Background: an optimization exercise with open tools, aiming at small area, a short achievable clock period and few clock cycles. Do not read the settings as production practice.
At most, simulation tests tie the RTL to the original design; equivalence was not proved.
The RTL of run 1 was laid out without a check of its function.
Power figures rest on the tool's default switching activity, not on a simulated workload.

## config.mk

```make
export PLATFORM = sky130hd
export DESIGN_NAME = engine
export DESIGN_NICKNAME = engine
export VERILOG_FILES = /design/flow/design.v
export SDC_FILE = /design/flow/constraint.sdc
export NUM_CORES = 4
export LEC_CHECK = 0
export ABC_CLOCK_PERIOD_IN_PS = 5000
export CAP_MARGIN = 20
export CORE_MARGIN = 2
export CORE_UTILIZATION = 60
export CTS_CLUSTER_DIAMETER = 150
export CTS_CLUSTER_SIZE = 20
export SLEW_MARGIN = 20
```

## constraint.sdc

```tcl
create_clock -name core_clock -period 11.0 [get_ports {clk}]
set_input_delay 2.2000 -clock core_clock [delete_from_list [all_inputs] [get_ports {clk}]]
set_output_delay 2.2000 -clock core_clock [all_outputs]
set_load 0.01 [all_outputs]
```

## design.v

```verilog
`timescale 1 ns / 1 ps
module bk_add #(
   parameter                  W = 64
) (
   input    [W-1:0]           a,
   input    [W-1:0]           b,
   input                      ci,
   output   [W-1:0]           s
);
   localparam                 L = $clog2(W);
   reg   [W-1:0]              g, p, gg, pp;
   integer                    i, k;
   always @* begin
      p  = a ^ b;
      g  = a & b;
      gg = g;
      pp = p;
      gg[0] = g[0] | (p[0] & ci);
      for (k = 0; k < L; k = k + 1) begin
         for (i = (2 << k) - 1; i < W; i = i + (2 << k)) begin
            gg[i] = gg[i] | (pp[i] & gg[i - (1 << k)]);
            pp[i] = pp[i] & pp[i - (1 << k)];
         end
      end
      for (k = L - 2; k >= 0; k = k - 1) begin
         for (i = (3 << k) - 1; i < W; i = i + (2 << k)) begin
            gg[i] = gg[i] | (pp[i] & gg[i - (1 << k)]);
            pp[i] = pp[i] & pp[i - (1 << k)];
         end
      end
   end
   assign s = p ^ {gg[W-2:0], ci};
endmodule
module bk_lt #(
   parameter                  W = 64
) (
   input    [W-1:0]           a,
   input    [W-1:0]           b,
   output                     lt
);
   localparam                 L = $clog2(W);
   reg   [W-1:0]              gg, pp;
   integer                    i, k;
   always @* begin
      pp = a ^ ~b;
      gg = a & ~b;
      gg[0] = gg[0] | pp[0];
      for (k = 0; k < L; k = k + 1) begin
         for (i = (2 << k) - 1; i < W; i = i + (2 << k)) begin
            gg[i] = gg[i] | (pp[i] & gg[i - (1 << k)]);
            pp[i] = pp[i] & pp[i - (1 << k)];
         end
      end
   end
   assign lt = !gg[W-1];
endmodule
`timescale 1 ns / 1 ps
module hash31 (
   input    [31:0]            k,
   output   [30:0]            h
);
   wire t1, t2, t3, t4, t5, t6, t7, t8, t9, t10, t11, t12, t13, t14, t15, t16, t17, t18, t19, t20, t21, t22, t23, t24, t25, t26, t27, t28, t29, t30, t31, t32, t33, t34, t35, t36, t37, t38, t39, t40, t41, t42, t43, t44, t45, t46, t47, t48, t49, t50, t51, t52, t53, t54, t55, t56, t57, t58, t59, t60, t61, t62, t63, t64, t65, t66, t67, t68, t69, t70, t71, t72, t73, t74, t75, t76, t77, t78, t79, t80, t81, t82, t83, t84, t85, t86, t87, t88, t89, t90, t91, t92, t93, t94, t95, t96, t97, t98, t99, t100, t101, t102, t103, t104, t105, t106, t107, t108, t109, t110, t111, t112, t113, t114, t115, t116, t117, t118, t119, t120, t121, t122, t123, t124, t125, t126, t127, t128, t129, t130, t131, t132, t133, t134, t135, t136, t137, t138, t139, t140, t141, t142, t143, t144, t145, t146, t147, t148, t149, t150, t151, t152, t153, t154, t155, t156, t157, t158, t159, t160, t161, t162, t163, t164, t165, t166, t167, t168, t169, t170, t171, t172, t173, t174, t175, t176, t177, t178, t179, t180, t181, t182, t183, t184, t185, t186, t187, t188, t189, t190, t191, t192, t193, t194, t195, t196, t197, t198, t199, t200, t201, t202, t203, t204, t205, t206, t207, t208, t209, t210, t211, t212, t213, t214, t215, t216, t217, t218, t219, t220, t221, t222, t223, t224, t225, t226, t227, t228, t229, t230, t231, t232, t233, t234, t235, t236, t237, t238, t239, t240, t241, t242, t243, t244;
   assign t1 = k[29] ^ k[27];
   assign t2 = k[29] & k[27];
   assign t3 = k[30] ^ k[28] ^ k[27];
   assign t4 = (k[30] & k[28]) | (k[30] & k[27]) | (k[28] & k[27]);
   assign t5 = k[17] ^ k[15];
   assign t6 = k[17] & k[15];
   assign t7 = k[18] ^ k[16] ^ k[15];
   assign t8 = (k[18] & k[16]) | (k[18] & k[15]) | (k[16] & k[15]);
   assign t9 = k[19] ^ k[17] ^ k[16];
   assign t10 = (k[19] & k[17]) | (k[19] & k[16]) | (k[17] & k[16]);
   assign t11 = k[20] ^ k[18] ^ k[17];
   assign t12 = (k[20] & k[18]) | (k[20] & k[17]) | (k[18] & k[17]);
   assign t13 = k[21] ^ k[19] ^ k[18];
   assign t14 = (k[21] & k[19]) | (k[21] & k[18]) | (k[19] & k[18]);
   assign t15 = k[22] ^ k[20] ^ k[19];
   assign t16 = (k[22] & k[20]) | (k[22] & k[19]) | (k[20] & k[19]);
   assign t17 = k[23] ^ k[21] ^ k[20];
   assign t18 = (k[23] & k[21]) | (k[23] & k[20]) | (k[21] & k[20]);
   assign t19 = k[16] ^ k[13];
   assign t20 = k[16] & k[13];
   assign t21 = k[24] ^ k[22] ^ k[21];
   assign t22 = (k[24] & k[22]) | (k[24] & k[21]) | (k[22] & k[21]);
   assign t23 = k[17] ^ k[14] ^ k[13];
   assign t24 = (k[17] & k[14]) | (k[17] & k[13]) | (k[14] & k[13]);
   assign t25 = k[25] ^ k[23] ^ k[22];
   assign t26 = (k[25] & k[23]) | (k[25] & k[22]) | (k[23] & k[22]);
   assign t27 = k[18] ^ k[15] ^ k[14];
   assign t28 = (k[18] & k[15]) | (k[18] & k[14]) | (k[15] & k[14]);
   assign t29 = k[26] ^ k[24] ^ k[23];
   assign t30 = (k[26] & k[24]) | (k[26] & k[23]) | (k[24] & k[23]);
   assign t31 = k[19] ^ k[16] ^ k[15];
   assign t32 = (k[19] & k[16]) | (k[19] & k[15]) | (k[16] & k[15]);
   assign t33 = k[9] ^ k[3];
   assign t34 = k[9] & k[3];
   assign t35 = k[27] ^ k[25] ^ k[24];
   assign t36 = (k[27] & k[25]) | (k[27] & k[24]) | (k[25] & k[24]);
   assign t37 = k[20] ^ k[17] ^ k[16];
   assign t38 = (k[20] & k[17]) | (k[20] & k[16]) | (k[17] & k[16]);
   assign t39 = k[10] ^ k[4] ^ k[1];
   assign t40 = (k[10] & k[4]) | (k[10] & k[1]) | (k[4] & k[1]);
   assign t41 = k[28] ^ k[26] ^ k[25];
   assign t42 = (k[28] & k[26]) | (k[28] & k[25]) | (k[26] & k[25]);
   assign t43 = k[21] ^ k[18] ^ k[17];
   assign t44 = (k[21] & k[18]) | (k[21] & k[17]) | (k[18] & k[17]);
   assign t45 = k[11] ^ k[5] ^ k[2];
   assign t46 = (k[11] & k[5]) | (k[11] & k[2]) | (k[5] & k[2]);
   assign t47 = t1 ^ k[26] ^ k[22];
   assign t48 = (t1 & k[26]) | (t1 & k[22]) | (k[26] & k[22]);
   assign t49 = k[19] ^ k[18] ^ k[12];
   assign t50 = (k[19] & k[18]) | (k[19] & k[12]) | (k[18] & k[12]);
   assign t51 = k[6] ^ k[3] ^ k[0];
   assign t52 = (k[6] & k[3]) | (k[6] & k[0]) | (k[3] & k[0]);
   assign t53 = t2 ^ t3 ^ k[23];
   assign t54 = (t2 & t3) | (t2 & k[23]) | (t3 & k[23]);
   assign t55 = k[20] ^ k[19] ^ k[13];
   assign t56 = (k[20] & k[19]) | (k[20] & k[13]) | (k[19] & k[13]);
   assign t57 = k[7] ^ k[4] ^ k[1];
   assign t58 = (k[7] & k[4]) | (k[7] & k[1]) | (k[4] & k[1]);
   assign t59 = k[10] ^ k[8];
   assign t60 = k[10] & k[8];
   assign t61 = k[11] ^ k[9] ^ k[8];
   assign t62 = (k[11] & k[9]) | (k[11] & k[8]) | (k[9] & k[8]);
   assign t63 = k[4] ^ k[1];
   assign t64 = k[4] & k[1];
   assign t65 = k[12] ^ k[10] ^ k[9];
   assign t66 = (k[12] & k[10]) | (k[12] & k[9]) | (k[10] & k[9]);
   assign t67 = k[5] ^ k[2] ^ k[1];
   assign t68 = (k[5] & k[2]) | (k[5] & k[1]) | (k[2] & k[1]);
   assign t69 = k[13] ^ k[11] ^ k[10];
   assign t70 = (k[13] & k[11]) | (k[13] & k[10]) | (k[11] & k[10]);
   assign t71 = k[6] ^ k[3] ^ k[2];
   assign t72 = (k[6] & k[3]) | (k[6] & k[2]) | (k[3] & k[2]);
   assign t73 = k[14] ^ k[12] ^ k[11];
   assign t74 = (k[14] & k[12]) | (k[14] & k[11]) | (k[12] & k[11]);
   assign t75 = k[7] ^ k[4] ^ k[3];
   assign t76 = (k[7] & k[4]) | (k[7] & k[3]) | (k[4] & k[3]);
   assign t77 = k[15] ^ k[13] ^ k[12];
   assign t78 = (k[15] & k[13]) | (k[15] & k[12]) | (k[13] & k[12]);
   assign t79 = k[8] ^ k[5] ^ k[4];
   assign t80 = (k[8] & k[5]) | (k[8] & k[4]) | (k[5] & k[4]);
   assign t81 = k[16] ^ k[14] ^ k[13];
   assign t82 = (k[16] & k[14]) | (k[16] & k[13]) | (k[14] & k[13]);
   assign t83 = k[9] ^ k[6] ^ k[5];
   assign t84 = (k[9] & k[6]) | (k[9] & k[5]) | (k[6] & k[5]);
   assign t85 = t5 ^ k[14] ^ k[10];
   assign t86 = (t5 & k[14]) | (t5 & k[10]) | (k[14] & k[10]);
   assign t87 = k[7] ^ k[6] ^ k[0];
   assign t88 = (k[7] & k[6]) | (k[7] & k[0]) | (k[6] & k[0]);
   assign t89 = t6 ^ t7 ^ k[11];
   assign t90 = (t6 & t7) | (t6 & k[11]) | (t7 & k[11]);
   assign t91 = k[8] ^ k[7] ^ k[1];
   assign t92 = (k[8] & k[7]) | (k[8] & k[1]) | (k[7] & k[1]);
   assign t93 = t8 ^ t9 ^ k[12];
   assign t94 = (t8 & t9) | (t8 & k[12]) | (t9 & k[12]);
   assign t95 = k[9] ^ k[8] ^ k[2];
   assign t96 = (k[9] & k[8]) | (k[9] & k[2]) | (k[8] & k[2]);
   assign t97 = t10 ^ t11 ^ k[13];
   assign t98 = (t10 & t11) | (t10 & k[13]) | (t11 & k[13]);
   assign t99 = k[10] ^ k[9] ^ k[3];
   assign t100 = (k[10] & k[9]) | (k[10] & k[3]) | (k[9] & k[3]);
   assign t101 = t12 ^ t13 ^ k[14];
   assign t102 = (t12 & t13) | (t12 & k[14]) | (t13 & k[14]);
   assign t103 = k[11] ^ k[10] ^ k[4];
   assign t104 = (k[11] & k[10]) | (k[11] & k[4]) | (k[10] & k[4]);
   assign t105 = t14 ^ t15 ^ k[15];
   assign t106 = (t14 & t15) | (t14 & k[15]) | (t15 & k[15]);
   assign t107 = k[12] ^ k[11] ^ k[5];
   assign t108 = (k[12] & k[11]) | (k[12] & k[5]) | (k[11] & k[5]);
   assign t109 = t16 ^ t17 ^ t19;
   assign t110 = (t16 & t17) | (t16 & t19) | (t17 & t19);
   assign t111 = k[12] ^ k[6] ^ k[0];
   assign t112 = (k[12] & k[6]) | (k[12] & k[0]) | (k[6] & k[0]);
   assign t113 = t18 ^ t20 ^ t21;
   assign t114 = (t18 & t20) | (t18 & t21) | (t20 & t21);
   assign t115 = t23 ^ k[7] ^ k[1];
   assign t116 = (t23 & k[7]) | (t23 & k[1]) | (k[7] & k[1]);
   assign t117 = t22 ^ t24 ^ t25;
   assign t118 = (t22 & t24) | (t22 & t25) | (t24 & t25);
   assign t119 = t27 ^ k[8] ^ k[2];
   assign t120 = (t27 & k[8]) | (t27 & k[2]) | (k[8] & k[2]);
   assign t121 = t26 ^ t28 ^ t29;
   assign t122 = (t26 & t28) | (t26 & t29) | (t28 & t29);
   assign t123 = t31 ^ t33 ^ k[0];
   assign t124 = (t31 & t33) | (t31 & k[0]) | (t33 & k[0]);
   assign t125 = t30 ^ t32 ^ t34;
   assign t126 = (t30 & t32) | (t30 & t34) | (t32 & t34);
   assign t127 = t35 ^ t37 ^ t39;
   assign t128 = (t35 & t37) | (t35 & t39) | (t37 & t39);
   assign t129 = t36 ^ t38 ^ t40;
   assign t130 = (t36 & t38) | (t36 & t40) | (t38 & t40);
   assign t131 = t41 ^ t43 ^ t45;
   assign t132 = (t41 & t43) | (t41 & t45) | (t43 & t45);
   assign t133 = t42 ^ t44 ^ t46;
   assign t134 = (t42 & t44) | (t42 & t46) | (t44 & t46);
   assign t135 = t47 ^ t49 ^ t51;
   assign t136 = (t47 & t49) | (t47 & t51) | (t49 & t51);
   assign t137 = t48 ^ t50 ^ t52;
   assign t138 = (t48 & t50) | (t48 & t52) | (t50 & t52);
   assign t139 = t53 ^ t55 ^ t57;
   assign t140 = (t53 & t55) | (t53 & t57) | (t55 & t57);
   assign t141 = k[7] ^ k[5];
   assign t142 = k[7] & k[5];
   assign t143 = k[8] ^ k[6] ^ k[5];
   assign t144 = (k[8] & k[6]) | (k[8] & k[5]) | (k[6] & k[5]);
   assign t145 = k[9] ^ k[7] ^ k[6];
   assign t146 = (k[9] & k[7]) | (k[9] & k[6]) | (k[7] & k[6]);
   assign t147 = t59 ^ k[7] ^ k[3];
   assign t148 = (t59 & k[7]) | (t59 & k[3]) | (k[7] & k[3]);
   assign t149 = t60 ^ t61 ^ t63;
   assign t150 = (t60 & t61) | (t60 & t63) | (t61 & t63);
   assign t151 = t62 ^ t64 ^ t65;
   assign t152 = (t62 & t64) | (t62 & t65) | (t64 & t65);
   assign t153 = t66 ^ t68 ^ t69;
   assign t154 = (t66 & t68) | (t66 & t69) | (t68 & t69);
   assign t155 = t70 ^ t72 ^ t73;
   assign t156 = (t70 & t72) | (t70 & t73) | (t72 & t73);
   assign t157 = t74 ^ t76 ^ t77;
   assign t158 = (t74 & t76) | (t74 & t77) | (t76 & t77);
   assign t159 = t78 ^ t80 ^ t81;
   assign t160 = (t78 & t80) | (t78 & t81) | (t80 & t81);
   assign t161 = t82 ^ t84 ^ t85;
   assign t162 = (t82 & t84) | (t82 & t85) | (t84 & t85);
   assign t163 = t86 ^ t88 ^ t89;
   assign t164 = (t86 & t88) | (t86 & t89) | (t88 & t89);
   assign t165 = t90 ^ t92 ^ t93;
   assign t166 = (t90 & t92) | (t90 & t93) | (t92 & t93);
   assign t167 = t94 ^ t96 ^ t97;
   assign t168 = (t94 & t96) | (t94 & t97) | (t96 & t97);
   assign t169 = t98 ^ t100 ^ t101;
   assign t170 = (t98 & t100) | (t98 & t101) | (t100 & t101);
   assign t171 = t102 ^ t104 ^ t105;
   assign t172 = (t102 & t104) | (t102 & t105) | (t104 & t105);
   assign t173 = t106 ^ t108 ^ t109;
   assign t174 = (t106 & t108) | (t106 & t109) | (t108 & t109);
   assign t175 = t110 ^ t112 ^ t113;
   assign t176 = (t110 & t112) | (t110 & t113) | (t112 & t113);
   assign t177 = t114 ^ t116 ^ t117;
   assign t178 = (t114 & t116) | (t114 & t117) | (t116 & t117);
   assign t179 = t118 ^ t120 ^ t121;
   assign t180 = (t118 & t120) | (t118 & t121) | (t120 & t121);
   assign t181 = t122 ^ t124 ^ t125;
   assign t182 = (t122 & t124) | (t122 & t125) | (t124 & t125);
   assign t183 = t126 ^ t128 ^ t129;
   assign t184 = (t126 & t128) | (t126 & t129) | (t128 & t129);
   assign t185 = t130 ^ t132 ^ t133;
   assign t186 = (t130 & t132) | (t130 & t133) | (t132 & t133);
   assign t187 = t134 ^ t136 ^ t137;
   assign t188 = (t134 & t136) | (t134 & t137) | (t136 & t137);
   assign t189 = k[3] ^ k[1];
   assign t190 = k[3] & k[1];
   assign t191 = k[4] ^ k[2] ^ k[1];
   assign t192 = (k[4] & k[2]) | (k[4] & k[1]) | (k[2] & k[1]);
   assign t193 = k[5] ^ k[3] ^ k[2];
   assign t194 = (k[5] & k[3]) | (k[5] & k[2]) | (k[3] & k[2]);
   assign t195 = k[6] ^ k[4] ^ k[3];
   assign t196 = (k[6] & k[4]) | (k[6] & k[3]) | (k[4] & k[3]);
   assign t197 = t141 ^ k[4] ^ k[0];
   assign t198 = (t141 & k[4]) | (t141 & k[0]) | (k[4] & k[0]);
   assign t199 = t142 ^ t143 ^ k[1];
   assign t200 = (t142 & t143) | (t142 & k[1]) | (t143 & k[1]);
   assign t201 = t144 ^ t145 ^ k[2];
   assign t202 = (t144 & t145) | (t144 & k[2]) | (t145 & k[2]);
   assign t203 = t146 ^ t147 ^ k[0];
   assign t204 = (t146 & t147) | (t146 & k[0]) | (t147 & k[0]);
   assign t205 = t148 ^ t149 ^ k[0];
   assign t206 = (t148 & t149) | (t148 & k[0]) | (t149 & k[0]);
   assign t207 = t150 ^ t151 ^ t67;
   assign t208 = (t150 & t151) | (t150 & t67) | (t151 & t67);
   assign t209 = t152 ^ t153 ^ t71;
   assign t210 = (t152 & t153) | (t152 & t71) | (t153 & t71);
   assign t211 = t154 ^ t155 ^ t75;
   assign t212 = (t154 & t155) | (t154 & t75) | (t155 & t75);
   assign t213 = t156 ^ t157 ^ t79;
   assign t214 = (t156 & t157) | (t156 & t79) | (t157 & t79);
   assign t215 = t158 ^ t159 ^ t83;
   assign t216 = (t158 & t159) | (t158 & t83) | (t159 & t83);
   assign t217 = t160 ^ t161 ^ t87;
   assign t218 = (t160 & t161) | (t160 & t87) | (t161 & t87);
   assign t219 = t162 ^ t163 ^ t91;
   assign t220 = (t162 & t163) | (t162 & t91) | (t163 & t91);
   assign t221 = t164 ^ t165 ^ t95;
   assign t222 = (t164 & t165) | (t164 & t95) | (t165 & t95);
   assign t223 = t166 ^ t167 ^ t99;
   assign t224 = (t166 & t167) | (t166 & t99) | (t167 & t99);
   assign t225 = t168 ^ t169 ^ t103;
   assign t226 = (t168 & t169) | (t168 & t103) | (t169 & t103);
   assign t227 = t170 ^ t171 ^ t107;
   assign t228 = (t170 & t171) | (t170 & t107) | (t171 & t107);
   assign t229 = t172 ^ t173 ^ t111;
   assign t230 = (t172 & t173) | (t172 & t111) | (t173 & t111);
   assign t231 = t174 ^ t175 ^ t115;
   assign t232 = (t174 & t175) | (t174 & t115) | (t175 & t115);
   assign t233 = t176 ^ t177 ^ t119;
   assign t234 = (t176 & t177) | (t176 & t119) | (t177 & t119);
   assign t235 = t178 ^ t179 ^ t123;
   assign t236 = (t178 & t179) | (t178 & t123) | (t179 & t123);
   assign t237 = t180 ^ t181 ^ t127;
   assign t238 = (t180 & t181) | (t180 & t127) | (t181 & t127);
   assign t239 = t182 ^ t183 ^ t131;
   assign t240 = (t182 & t183) | (t182 & t131) | (t183 & t131);
   assign t241 = t184 ^ t185 ^ t135;
   assign t242 = (t184 & t185) | (t184 & t135) | (t185 & t135);
   assign t243 = t186 ^ t187 ^ t139;
   assign t244 = (t186 & t187) | (t186 & t139) | (t187 & t139);
   wire  [30:0]               ra = {t242, t240, t238, t236, t234, t232, t230, t228, t226, t224, t222, t220, t218, t216, t214, t212, t210, t208, t206, t204, t202, t200, t198, t196, t194, t192, t190, t189, k[2], k[1], k[0]};
   wire  [30:0]               rb = {t243, t241, t239, t237, t235, t233, t231, t229, t227, t225, t223, t221, t219, t217, t215, t213, t211, t209, t207, t205, t203, t201, t199, t197, t195, t193, t191, k[0], k[0], 1'b0, 1'b0};
   bk_add #(.W(31)) ADD (.a(ra), .b(rb), .ci(1'b0), .s(h));
endmodule
`timescale 1 ns / 1 ps
module engine (
   input                      clk,
   input                      rst,
   output                     done,
   input    [63:0]            num_rows_in,
   input    [63:0]            rows_size_in,
   input    [63:0]            row_start_in,
   input    [63:0]            row_skip_in,
   input    [63:0]            hash_table_mask,
   input                      row_rq_stall_in,
   output                     row_rq_vld_out,
   output   [47:0]            row_rq_vadr_out,
   output                     row_rs_stall_out,
   input                      row_rs_vld_in,
   input    [63:0]            row_rs_data_in,
   input                      ll_afull_in,
   output                     ll_write_en_out,
   output   [47:0]            ll_address_out,
   output   [63:0]            ll_payload_out,
   input                      ht_rq_afull_in,
   output                     ht_rq_read_en_out,
   output   [47:0]            ht_rq_address_out,
   output   [63:0]            ht_rq_data_out,
   output                     ht_rs_afull_out,
   input                      ht_rs_write_en_in,
   input    [63:0]            ht_rs_data_in,
   input                      ll_update_afull_in,
   output                     ll_update_write_en_out,
   output   [47:0]            ll_update_addr_out,
   output   [63:0]            ll_update_data_out,
   input                      ll_rs_write_en_in
);
   reg   [63:0]               skip_r;
   always @(posedge clk)
      if (rst) skip_r <= row_skip_in;
   wire  [47:0]               ss_s   = row_start_in[47:0] | row_skip_in[47:0];
   reg   [5:0]                msb_s;
   integer                    j;
   always @* begin
      msb_s = 6'd0;
      for (j = 0; j < 48; j = j + 1)
         if (ss_s[j]) msb_s = j[5:0];
   end
   reg   [5:0]                bit_a;       
   reg                        took_a;      
   reg                        last_a;      
   reg                        mbit_a;
   reg                        pass_a;      
   reg                        init_a;      
   reg   [47:0]               badr_a;      
   reg   [47:0]               step_a;      
   reg   [63:0]               idx_h;       
   wire  [47:0]               size_r     = idx_h[47:0];
   wire                       init_end   = !init_a && took_a && last_a && pass_a;
   reg   [63:0]               idx_a;
   reg                        more_a;
   reg                        primed_a;
   wire                       rq_s       = init_a && more_a && !row_rq_stall_in;
   wire  [47:0]               acc_s      = pass_a ? step_a : badr_a;
   wire  [47:0]               add_op_a   = init_a ? badr_a : {acc_s[46:0], 1'b0};
   wire  [47:0]               add_op_b   = init_a ? step_a : (mbit_a ? size_r : 48'd0);
   wire  [47:0]               add_sum;
   bk_add #(.W(48)) BADR_ADD (.a(add_op_a), .b(add_op_b), .ci(1'b0), .s(add_sum));
   always @(posedge clk) begin
      if (rst) begin
         bit_a    <= msb_s;
         took_a   <= 1'b0;
         last_a   <= 1'b0;
         pass_a   <= 1'b0;
         init_a   <= 1'b0;
         badr_a   <= 48'd0;
         step_a   <= 48'd0;
      end else if (!init_a) begin
         mbit_a   <= (pass_a || (took_a && last_a)) ? skip_r[bit_a] : row_start_in[bit_a];
         last_a   <= (bit_a == 6'd0);
         bit_a    <= (bit_a == 6'd0) ? msb_s : bit_a - 6'd1;
         took_a   <= 1'b1;
         if (took_a) begin
            if (pass_a)
               step_a <= add_sum;
            else
               badr_a <= add_sum;
            if (last_a) begin
               pass_a <= 1'b1;
               init_a <= pass_a;
            end
         end
      end else if (rq_s) begin
         badr_a   <= add_sum;
      end
   end
   wire  [63:0]               idx_a_sum;
   wire                       idx_a_lt;
   bk_add #(.W(64)) IDXA_ADD (.a(idx_a), .b(skip_r), .ci(1'b0), .s(idx_a_sum));
   bk_lt  #(.W(64)) IDXA_LT  (.a(idx_a), .b(num_rows_in), .lt(idx_a_lt));
   always @(posedge clk) begin
      if (rst) begin
         idx_a    <= row_start_in;
         more_a   <= 1'b0;
         primed_a <= 1'b0;
      end else if (!primed_a || rq_s) begin
         idx_a    <= idx_a_sum;
         more_a   <= idx_a_lt;
         primed_a <= 1'b1;
      end
   end
   assign row_rq_vld_out  = rq_s;
   assign row_rq_vadr_out = {3'd0, badr_a[47:3]};
   wire                       push_s = row_rs_vld_in;
   reg                        lv0;
   reg   [63:0]               ld0;
   wire                       ll_fire = (lv0 || push_s) && !ll_afull_in;
   wire                       lv0_nx  = (lv0 || push_s) && !ll_fire;
   always @(posedge clk)
      if (!lv0) ld0 <= row_rs_data_in;
   reg                        kv;
   reg   [31:0]               kd;
   reg                        hv0, hv1;
   reg   [30:0]               hd0, hd1;
   wire                       ht_fire = hv0 && !ht_rq_afull_in;
   wire                       k_move  = kv && (!hv1 || ht_fire);
   always @(posedge clk)
      if (push_s) kd <= row_rs_data_in[63:32];
   wire  [30:0]               prod_s;
   hash31 HASH (.k(kd), .h(prod_s));
   reg                        hd_rd;
   wire                       hd_wr = hv1 ? hd_rd : (hd_rd ^ hv0);   
   always @(posedge clk) begin
      if (k_move && !hd_wr) hd0 <= prod_s;
      if (k_move &&  hd_wr) hd1 <= prod_s;
      if (rst)
         hd_rd <= 1'b0;
      else if (ht_fire)
         hd_rd <= !hd_rd;
   end
   wire                       hv0_nx = ht_fire ? (hv1 || kv) : (hv0 || kv);
   wire                       hv1_nx = ht_fire ? (hv1 && kv) : (hv1 || (hv0 && kv));
   wire                       kv_nx  = push_s || (kv && !k_move);
   reg                        row_stall_r;
   always @(posedge clk) begin
      if (rst) begin
         lv0 <= 1'b0; kv <= 1'b0; hv0 <= 1'b0; hv1 <= 1'b0;
         row_stall_r <= 1'b0;
      end else begin
         lv0 <= lv0_nx; kv <= kv_nx; hv0 <= hv0_nx; hv1 <= hv1_nx;
         row_stall_r <= lv0_nx || (kv_nx && hv1_nx);
      end
   end
   assign row_rs_stall_out = row_stall_r;
   reg   [46:0]               idx_l;       
   wire  [46:0]               idx_l_sum;
   wire  [63:0]               idx_h_sum;
   bk_add #(.W(47)) IDXL_ADD (.a(idx_l), .b(skip_r[46:0]), .ci(1'b0), .s(idx_l_sum));
   bk_add #(.W(64)) IDXH_ADD (.a(idx_h), .b(skip_r), .ci(1'b0), .s(idx_h_sum));
   always @(posedge clk) begin
      if (rst) begin
         idx_l <= row_start_in[46:0];
         idx_h <= {16'd0, rows_size_in[47:0]};
      end else begin
         if (ll_fire)  idx_l <= idx_l_sum;
         if (init_end) idx_h <= row_start_in;
         else if (ht_fire) idx_h <= idx_h_sum;
      end
   end
   assign ll_write_en_out    = ll_fire;
   assign ll_address_out     = {idx_l, 1'b0};
   assign ll_payload_out     = lv0 ? ld0 : row_rs_data_in;
   assign ht_rq_read_en_out  = ht_fire;
   assign ht_rq_address_out  = {17'd0, (hd_rd ? hd1 : hd0) & hash_table_mask[30:0]};
   assign ht_rq_data_out     = idx_h;
   reg                        uv0;
   reg   [63:0]               ud0;
   wire                       u_vld   = uv0 || ht_rs_write_en_in;
   wire                       u_fire  = u_vld && !ll_update_afull_in;
   wire                       uv0_nx  = u_vld && !u_fire;
   reg   [46:0]               idx_u;
   reg                        ht_afull_r;
   wire  [46:0]               idx_u_sum;
   bk_add #(.W(47)) IDXU_ADD (.a(idx_u), .b(skip_r[46:0]), .ci(1'b0), .s(idx_u_sum));
   always @(posedge clk) begin
      if (!uv0) ud0 <= ht_rs_data_in;
      if (rst) begin
         uv0        <= 1'b0;
         ht_afull_r <= 1'b0;
         idx_u      <= row_start_in[46:0];
      end else begin
         uv0        <= uv0_nx;
         ht_afull_r <= uv0_nx;
         if (u_fire) idx_u <= idx_u_sum;
      end
   end
   assign ht_rs_afull_out        = ht_afull_r;
   assign ll_update_write_en_out = u_fire;
   assign ll_update_addr_out     = {idx_u, 1'b1};
   assign ll_update_data_out     = uv0 ? ud0 : ht_rs_data_in;
   reg   [15:0]               inflight;
   always @(posedge clk) begin
      if (rst)
         inflight <= 16'd0;
      else if (rq_s && !ll_rs_write_en_in)
         inflight <= inflight + 16'd1;
      else if (!rq_s && ll_rs_write_en_in)
         inflight <= inflight - 16'd1;
   end
   assign done = primed_a && !more_a &&
                 (inflight == 16'd0 || (inflight == 16'd1 && ll_rs_write_en_in));
endmodule
```

## flow/run.sh

```bash
#!/bin/bash
# Layout: the standard flow (standard.sh: the standard synthesis, then
# ORFS floorplan to finish at the design's clock and constraints), with two
# changes to how the layout is optimised:
#  - the port buffers that buffer_ports inserts are buf_1 cells;
#  - repair_timing works towards a larger setup margin.
# make's full output goes to standard_finish.log in this folder.
set -uo pipefail
bash standard.sh \
   "BUFFER_PORTS_ARGS=-buffer_cell sky130_fd_sc_hd__buf_1" \
   SETUP_SLACK_MARGIN=6.0 \
   finish > standard_finish.log 2>&1
status=$?
tail -5 standard_finish.log
exit $status
```

## standard.sh

```bash
#!/bin/bash
# synth_recipe.tcl (not shown) runs the flow's synth.tcl, then flattens the netlist and writes it again
# the make line also repeats each setting of config.mk as NAME=value (left out here)
make -C /OpenROAD-flow-scripts/flow DESIGN_CONFIG=/design/flow/config.mk WORK_HOME=/design/flow/orfs CLKGATE_MAP_FILE= SYNTH_SCRIPT=/design/flow/synth_recipe.tcl "${@:-finish}"
```

==> results.py, run 1 <==
metrics = {
    "status": {
        "outcome": "timing/DRC/antenna clean",
    },
    "pwr": {
        "p_leak_nw": 20.73,
        "switching_share": 0.3893,
        "power_frac_clock": 0.159,
        "power.internal_w": 0.005819,
        "share_comb_of_total_power": 0.464,
        "power_switching_w": 0.003709,
        "power.share.sequential": 0.377,
        "power_density_nw_per_um2": 193.1,
        "irDropWorstVdd_uv": 200.9,
    },
    "timing": {
        "final_max_slew_viol_count": 0,
        "finalSetupTns_ns": 0,
        "setup_viol": 0,
        "clock_skew_ns": 0.02541,
        "layout_setup_ws_ns": 5.836,
        "slew_headroom": 0.2657,
        "finalCritPeriodShare": 0.4694,
        "tightest_slew_ns": 1.101,
        "rsz0062_at_grt": "true",
        "fmax_ghz": 0.1937,
        "fin_crit_ns": 5.164,
        "holdWs_ns": 0.4737,
        "finalHoldViolCount": 0,
    },
    "routing": {
        "routedWlPerCell_um": 24.00,
        "dr_total_vias": 34920,
        "antenna_left": 0,
        "drt-total-wl_mm": 140.9,
        "dr.pass1.iters": 5,
        "drc": 0,
        "drt-vias-per-instance": 5.949,
        "drt_iter0_markers": 3051,
    },
    "synth": {
        "synth_edf_count": 370,
        "syn_area_sq_um": 43730,
        "avgSynthCellArea_sq_um": 10.56,
        "ys_seq_area_frac": 0.3773,
        "ys_top_cells_by_area": "edfxtp_1 25%, dfxtp_1 12%, fa_1 12%",
        "synthCells": 4142,
        "synth_cell_type_count": 78,
        "synth_area_leader_cell": "edfxtp_1",
        "synth_ff_type": "edfxtp_1",
        "ys_warn_count": 6,
        "synth_seq_cells": 639,
        "synth.most_common_cell": "edfxtp_1",
        "netlist.area_leader.share": 0.2541,
        "ys_top_cells_by_count": "370 x edfxtp_1, 364 x ha_1, 355 x inv_1",
        "postSynth.asyncResetShare": 0,
    },
    "worst_setup_path": {
        "crit_type": "reg2reg",
        "cp-start-kind": "flop",
        "worstPathArrival_ns": 5.51,
        "crit_fanout": 3,
        "required_ns": 11.34,
        "worstSetupEndpointType": "flop",
    },
    "cells_and_area": {
        "drive_above_1_share": 0.08219,
        "layout.nets": 5940,
        "area_growth_pct": 12.82,
    },
    "floorplanning": {
        "die_y_um": 274.0,
        "start_util": 0.6085,
        "die_w_um": 274.0,
        "core_area_sq_um": 71850,
        "io_pins": 848,
        "die-area_sq_um": 75050,
        "row_count": 98,
    },
    "placement": {
        "io_buffers": 776,
        "pre_cts_ws_ns": 5.413,
        "place_congestion": 0.9649,
        "hpwl_mm": 108.8,
    },
    "grt": {
        "grt.total_usage": 0.3642,
        "grt_first_pass_wirelength_mm": 204.3,
        "grt_max_degree": 181,
        "grt_pass1_vias": 33240,
        "antenna_found_initial": 35,
        "overflow": 0,
    },
    "cts": {
        "holdBufCountCts": 0,
        "cts.sinks": 639,
        "clk_latency_ns": 0.61,
        "cts_made_buffers": 37,
        "htreeDepth": 2,
        "clk_pin_slew_worst_paths_ns": 0.08,
        "clock_path_buffers": 3,
        "cts_tree": "yes",
        "root_buffer": "clkbuf_16",
    },
    "run": {
        "drv_cap": 0,
    },
    "min_path": {
        "holdCritPathClass": "reg2reg",
    },
}
[power groups by stage]
stage                     logic [W]  registers, W  clock network (W)
final                       0.00442       0.00359            0.00152
after global routing        0.00500       0.00363            0.00160
after CTS                   0.00427       0.00360            0.00153
after detailed placement    0.00415       0.00365                  0
after global placement      0.00403       0.00364                  0
after floorplan             0.00305       0.00352                  0
[timing repair]
item | in CTS | in global routing
pin swaps | 10 | 12
resized for setup | 47 | 45
endpoints found under the setup margin | 51 | 33
hold endpoints to repair | 0 | 0
cloned | 1 | 1
setup buffers | 26 | 46
[sequential cells by signal, indices dropped and copies added (netlist names), 6 cells and up]
register  count
idx_a        64
idx_h        64
ld0          64
skip_r       64
ud0          64
badr_a       48
step_a       48
idx_l        47
idx_u        47
hd0          31
hd1          31
kd           31
inflight     16
bit_a         6
[critical path, cell delays in order (launching register included)]
cell	delay, ns
edfxtp_1	0.44
buf_4	0.18
fa_1	0.61
fa_1	0.45
fa_1	0.50
inv_1	0.05
fa_1	0.49
inv_1	0.07
ha_2	0.19
nor2_4	0.12
nand3b_1	0.08
a21o_1	0.17
a311o_1	0.32
a21o_1	0.18
a21oi_2	0.20
o21ai_2	0.09
or2_1	0.23
fa_2	0.34
xor2_1	0.19
[final cells by class]
type	count	area (sq um)
repair buffers	876	3866
fillers	5861	22520
clock buffers	64	1070
clock inverters	1	8.758
multi-input cells	2953	25270
flip-flops and latches	639	16510
inverters	358	1350
well taps	950	1189
diodes	29	72.57
[per-stage QoR]
stage	std cells	total power, W	util	area, sq um
2_1_floorplan	4162	0.006576	-	43810
3_3_place_gp	5702	0.007670	0.6567	47180
3_5_place_dp	5702	0.007801	0.6567	47180
4_1_cts	5794	0.009397	0.6773	48670
5_1_grt	5864	0.01023	0.6863	49320
6_report	5870	0.009528	0.6865	49330
[worst paths after layout]
| path | startpoint | to | slack, ns | cells past startpoint |
|---|---|---|---|---|
| worst max-delay path | kd[16] | hd0[29] | 5.84 | 18 |
| worst min-delay path | ld0[62] | ld0[62] | 0.47 | 1 |
| worst max register to register | kd[16] | hd0[29] | 5.84 | 18 |
| worst min register to register | ld0[62] | ld0[62] | 0.47 | 1 |
[per-layer routing]
layer | part of all wire | track usage | vias to the layer above
met2 | 0.47 | 0.5841 | 1593
met4 | 0.058 | 0.1894 | 16
met1 | 0.39 | 0.4740 | 16900
li1 | - | - | 16070
met5 | 0.00074 | 0 | -
met3 | 0.088 | 0.06515 | 335
[kinds of logic after synthesis]
family	Yosys count	share of synthesized area
mux	280	0.07863
xor+xnor	182	0.03646
fa+ha+maj	618	0.2204
simple gates	867	0.09005
compound gates	984	0.1422
flops	639	0.3773
buf+inv	570	0.05480
other cells	2	0.0001718
[layout by cell type, fill, tap and decap left out, types with 46 or more instances in the layout]
cell	instances
a211oi_1	61
a21o_1	187
a21oi_1	259
a22o_1	46
buf_1	762
buf_4	90
dfxtp_1	264
edfxtp_1	370
fa_1	252
ha_1	357
inv_1	348
mux2_2	135
mux2i_1	105
nand2_1	341
nor2_1	232
nor2b_1	53
o21ai_0	243
xnor2_1	159
==> run 2, diff against run 1 <==
--- a/design.v
+++ b/design.v
@@ -54,6 +54,56 @@
    end
    assign lt = !gg[W-1];
 endmodule
+module blk_add #(
+   parameter                  W = 47
+) (
+   input    [W-1:0]           a,
+   input    [W-1:0]           b,
+   input                      ci,
+   output   [W-1:0]           s
+);
+   localparam                 B  = 4;
+   localparam                 NB = (W + B - 1) / B;
+   localparam                 L  = $clog2(NB);
+   reg   [W-1:0]              p, g;
+   reg   [NB-1:0]             bg, bp, gg, pp;
+   reg   [W:0]                c;
+   integer                    i, j, k;
+   always @* begin
+      p = a ^ b;
+      g = a & b;
+      for (j = 0; j < NB; j = j + 1) begin
+         bg[j] = 1'b0;
+         bp[j] = 1'b1;
+         for (i = j * B; i < j * B + B && i < W; i = i + 1) begin
+            bg[j] = g[i] | (p[i] & bg[j]);
+            bp[j] = bp[j] & p[i];
+         end
+      end
+      gg = bg;
+      pp = bp;
+      gg[0] = bg[0] | (bp[0] & ci);
+      for (k = 0; k < L; k = k + 1) begin
+         for (i = (2 << k) - 1; i < NB; i = i + (2 << k)) begin
+            gg[i] = gg[i] | (pp[i] & gg[i - (1 << k)]);
+            pp[i] = pp[i] & pp[i - (1 << k)];
+         end
+      end
+      for (k = L - 2; k >= 0; k = k - 1) begin
+         for (i = (3 << k) - 1; i < NB; i = i + (2 << k)) begin
+            gg[i] = gg[i] | (pp[i] & gg[i - (1 << k)]);
+            pp[i] = pp[i] & pp[i - (1 << k)];
+         end
+      end
+      c[0] = ci;
+      for (j = 0; j < NB; j = j + 1) begin
+         if (j > 0) c[j * B] = gg[j - 1];
+         for (i = j * B; i < j * B + B - 1 && i < W - 1; i = i + 1)
+            c[i + 1] = g[i] | (p[i] & c[i]);
+      end
+   end
+   assign s = p ^ c[W-1:0];
+endmodule
 `timescale 1 ns / 1 ps
 module hash31 (
    input    [31:0]            k,
@@ -461,7 +511,7 @@
    reg   [46:0]               idx_l;       
    wire  [46:0]               idx_l_sum;
    wire  [63:0]               idx_h_sum;
-   bk_add #(.W(47)) IDXL_ADD (.a(idx_l), .b(skip_r[46:0]), .ci(1'b0), .s(idx_l_sum));
+   blk_add #(.W(47)) IDXL_ADD (.a(idx_l), .b(skip_r[46:0]), .ci(1'b0), .s(idx_l_sum));
    bk_add #(.W(64)) IDXH_ADD (.a(idx_h), .b(skip_r), .ci(1'b0), .s(idx_h_sum));
    always @(posedge clk) begin
       if (rst) begin
@@ -487,7 +537,7 @@
    reg   [46:0]               idx_u;
    reg                        ht_afull_r;
    wire  [46:0]               idx_u_sum;
-   bk_add #(.W(47)) IDXU_ADD (.a(idx_u), .b(skip_r[46:0]), .ci(1'b0), .s(idx_u_sum));
+   blk_add #(.W(47)) IDXU_ADD (.a(idx_u), .b(skip_r[46:0]), .ci(1'b0), .s(idx_u_sum));
    always @(posedge clk) begin
       if (!uv0) ud0 <= ht_rs_data_in;
       if (rst) begin
==> results.py, run 2 <==
metrics = {
    "grt": {
        "grt_pass1_vias": 32650,
        "overflow": 0,
        "grt_first_pass_wirelength_mm": 204.5,
        "grt_max_degree": 179,
        "grt.total_usage": 0.3704,
        "antenna_found_initial": 44,
    },
    "routing": {
        "drt-total-wl_mm": 140.7,
        "drc": 0,
        "drt-vias-per-instance": 5.915,
        "dr_total_vias": 34160,
        "drt_iter0_markers": 3167,
        "antenna_left": 0,
        "dr.pass1.iters": 6,
        "routedWlPerCell_um": 24.37,
    },
    "timing": {
        "rsz0062_at_grt": "true",
        "finalCritPeriodShare": 0.4669,
        "slew_headroom": 0.2848,
        "holdWs_ns": 0.4743,
        "fin_crit_ns": 5.136,
        "finalSetupTns_ns": 0,
        "finalHoldViolCount": 0,
        "setup_viol": 0,
        "final_max_slew_viol_count": 0,
        "tightest_slew_ns": 1.073,
        "fmax_ghz": 0.1947,
        "clock_skew_ns": 0.02448,
    },
    "floorplanning": {
        "core_area_sq_um": 71490,
        "io_pins": 848,
        "die_w_um": 272.7,
        "die_y_um": 272.7,
        "start_util": 0.6059,
        "die-area_sq_um": 74350,
        "row_count": 98,
    },
    "worst_setup_path": {
        "cp_slowest_cell": "nor2_4",
        "worstSetupEndpointType": "output pin",
        "path_cells": "buf_8 -> o21ai_4 -> nor2_4 -> nand3_2 -> nor3_2 -> buf_2",
        "max_stage_delay_ns": 0.21,
        "crit_family": "simple AND/OR/NAND/NOR gates",
        "required_ns": 8.80,
        "worstPathArrival_ns": 2.94,
        "crit_type": "in2out",
        "cp-start-kind": "input port",
        "crit_fanout": 2,
        "cp_num_buf_inv": 2,
    },
    "cells_and_area": {
        "layout_commonest_cell": "buf_1",
        "drive_above_1_share": 0.09904,
        "layout.nets": 5851,
        "final_cell_mix": "762 x buf_1, 371 x inv_1, 370 x edfxtp_1",
        "area_growth_pct": 13.92,
        "stdcell_count": 5775,
    },
    "placement": {
        "place_congestion": 0.9737,
        "place_inst": 5598,
        "io_buffers": 776,
        "hpwl_mm": 109.4,
    },
    "synth": {
        "avgSynthCellArea_sq_um": 10.74,
        "synth_area_leader_cell": "edfxtp_1",
        "ys_top_cells_by_area": "edfxtp_1 26%, fa_1 13%, dfxtp_1 12%",
        "synth_edf_count": 370,
        "ys_warn_count": 6,
        "postSynth.asyncResetShare": 0,
        "synth_seq_cells": 639,
        "synth_ff_type": "edfxtp_1",
        "netlist.area_leader.share": 0.2565,
        "syn_area_sq_um": 43310,
        "synthCells": 4032,
        "ys_seq_area_frac": 0.3809,
        "ys_top_cells_by_count": "380 x inv_1, 370 x edfxtp_1, 356 x ha_1",
        "synth.most_common_cell": "inv_1",
        "synth_cell_type_count": 75,
    },
    "cts": {
        "htreeDepth": 2,
        "clock_path_buffers": 3,
        "holdBufCountCts": 0,
        "clk_pin_slew_worst_paths_ns": 0.08,
        "cts_tree": "yes",
        "cts_made_buffers": 37,
        "root_buffer": "clkbuf_16",
        "clk_latency_ns": 0.60,
        "cts.sinks": 639,
    },
    "pwr": {
        "power_density_nw_per_um2": 191.3,
        "irDropWorstVdd_uv": 167.8,
        "p_leak_nw": 20.59,
    },
    "min_path": {
        "holdCritPathClass": "reg2reg",
    },
    "status": {
        "outcome": "timing/DRC/antenna clean",
    },
    "run": {
        "drv_cap": 0,
    },
}
## run 2: worst paths after layout
| kind | end | depth (start not counted) | start | slack [ns] |
|---|---|---|---|---|
| max reg2reg | idx_l[46] | 21 | skip_r[0] | 5.98 |
| max | done | 6 | row_rq_stall_in | 5.86 |
| min reg2reg | ud0[27] | 1 | ud0[27] | 0.47 |
| min | ud0[27] | 1 | ud0[27] | 0.47 |
## run 2: final cells by class
type,instances,area (sq um)
antenna,39,97.59
multi-input combinational,2817,25070
timing repair buffer,881,3931
inverter,383,1454
timing repair inverter,1,8.758
tap,950,1189
clock buffer,64,1070
fill,5706,22150
sequential,639,16510
clock inverter,1,8.758
## run 2: what timing repair did
| action | 4_1_cts | 5_1_grt |
|---|---|---|
| gates cloned | 2 | 2 |
| pin swaps | 52 | 30 |
| resized for setup | 111 | 56 |
| setup endpoints to repair | 84 | 53 |
| buffers inserted | 37 | 32 |
## run 2: power by group
group | leakage (nW) | switching, W | total [W] | internal [W]
combinational | 14.2 | 0.00242 | 0.00435 | 0.00193
clock | 0.515 | 0.000843 | 0.00151 | 0.000669
sequential | 5.89 | 0.000396 | 0.00357 | 0.00318
total | 20.6 | 0.00365 | 0.00944 | 0.00578
## run 2: cell families after synthesis
| logic type | count (synthesis) | synth area share |
|---|---|---|
| simple gates | 792 | 0.08236 |
| flops | 639 | 0.3809 |
| other cells | 2 | 0.0001734 |
| xor+xnor | 158 | 0.03195 |
| mux | 283 | 0.08120 |
| compound gates | 928 | 0.1346 |
| fa+ha+maj | 634 | 0.2313 |
| buf+inv | 596 | 0.05752 |
## run 2: per-stage QoR
stage	setup WS (ns)	utilization	cell area, sq um	power, W
finish	5.864	0.6902	49340	0.009438
global route	5.781	0.6898	49310	0.01014
CTS	5.791	0.6815	48720	0.009238
detailed placement	5.005	0.6555	46860	0.007610
global placement	5.074	0.6555	46860	0.007466
floorplan	6.025	-	43450	0.006452
## run 2: layer usage
metal	global-route usage	part of all wire	routed length [um]
met2	0.6123	0.48	67600
met4	0.2050	0.064	8979
met1	0.4517	0.36	51300
met3	0.08145	0.090	12720
met5	0	0.00083	117
Testbench counts of run 2, summed over its fixed seeds: cycles 12,119.

==> separate check: timing with driven ports <==
Ports are ideal in the flow. The routed layouts listed here were re-timed in OpenROAD.
Step 1 sets driving cells, clkbuf_16 on the clock port and buf_2 on the other inputs (assumed; they add their load-dependent delay and slew).
Step 2 moves the port delays by t, midway between the first and last clock arrival at a register: inputs arrive t later, outputs are due t later. That takes back most of the time a late clock gives input paths.
Slacks: no drivers / after step 1 / after step 2; pairs: no drivers / after step 1.
run | t (ns) | slack for setup (ns) | hold slack, ns | slew at the worst register clock pin (ns)
run 1 | 0.663 | 5.836 / 5.836 / 5.500 | 0.474 / 0.474 / 0.474 | 0.11 / 0.11
run 2 | 0.658 | 5.864 / 5.813 / 5.813 | 0.474 / 0.474 / 0.474 | 0.10 / 0.10
After both steps every run listed still meets setup and hold. The setup slack of run 1, which loses most, moves by 0.000 ns with the drivers and by -0.336 ns with both steps.
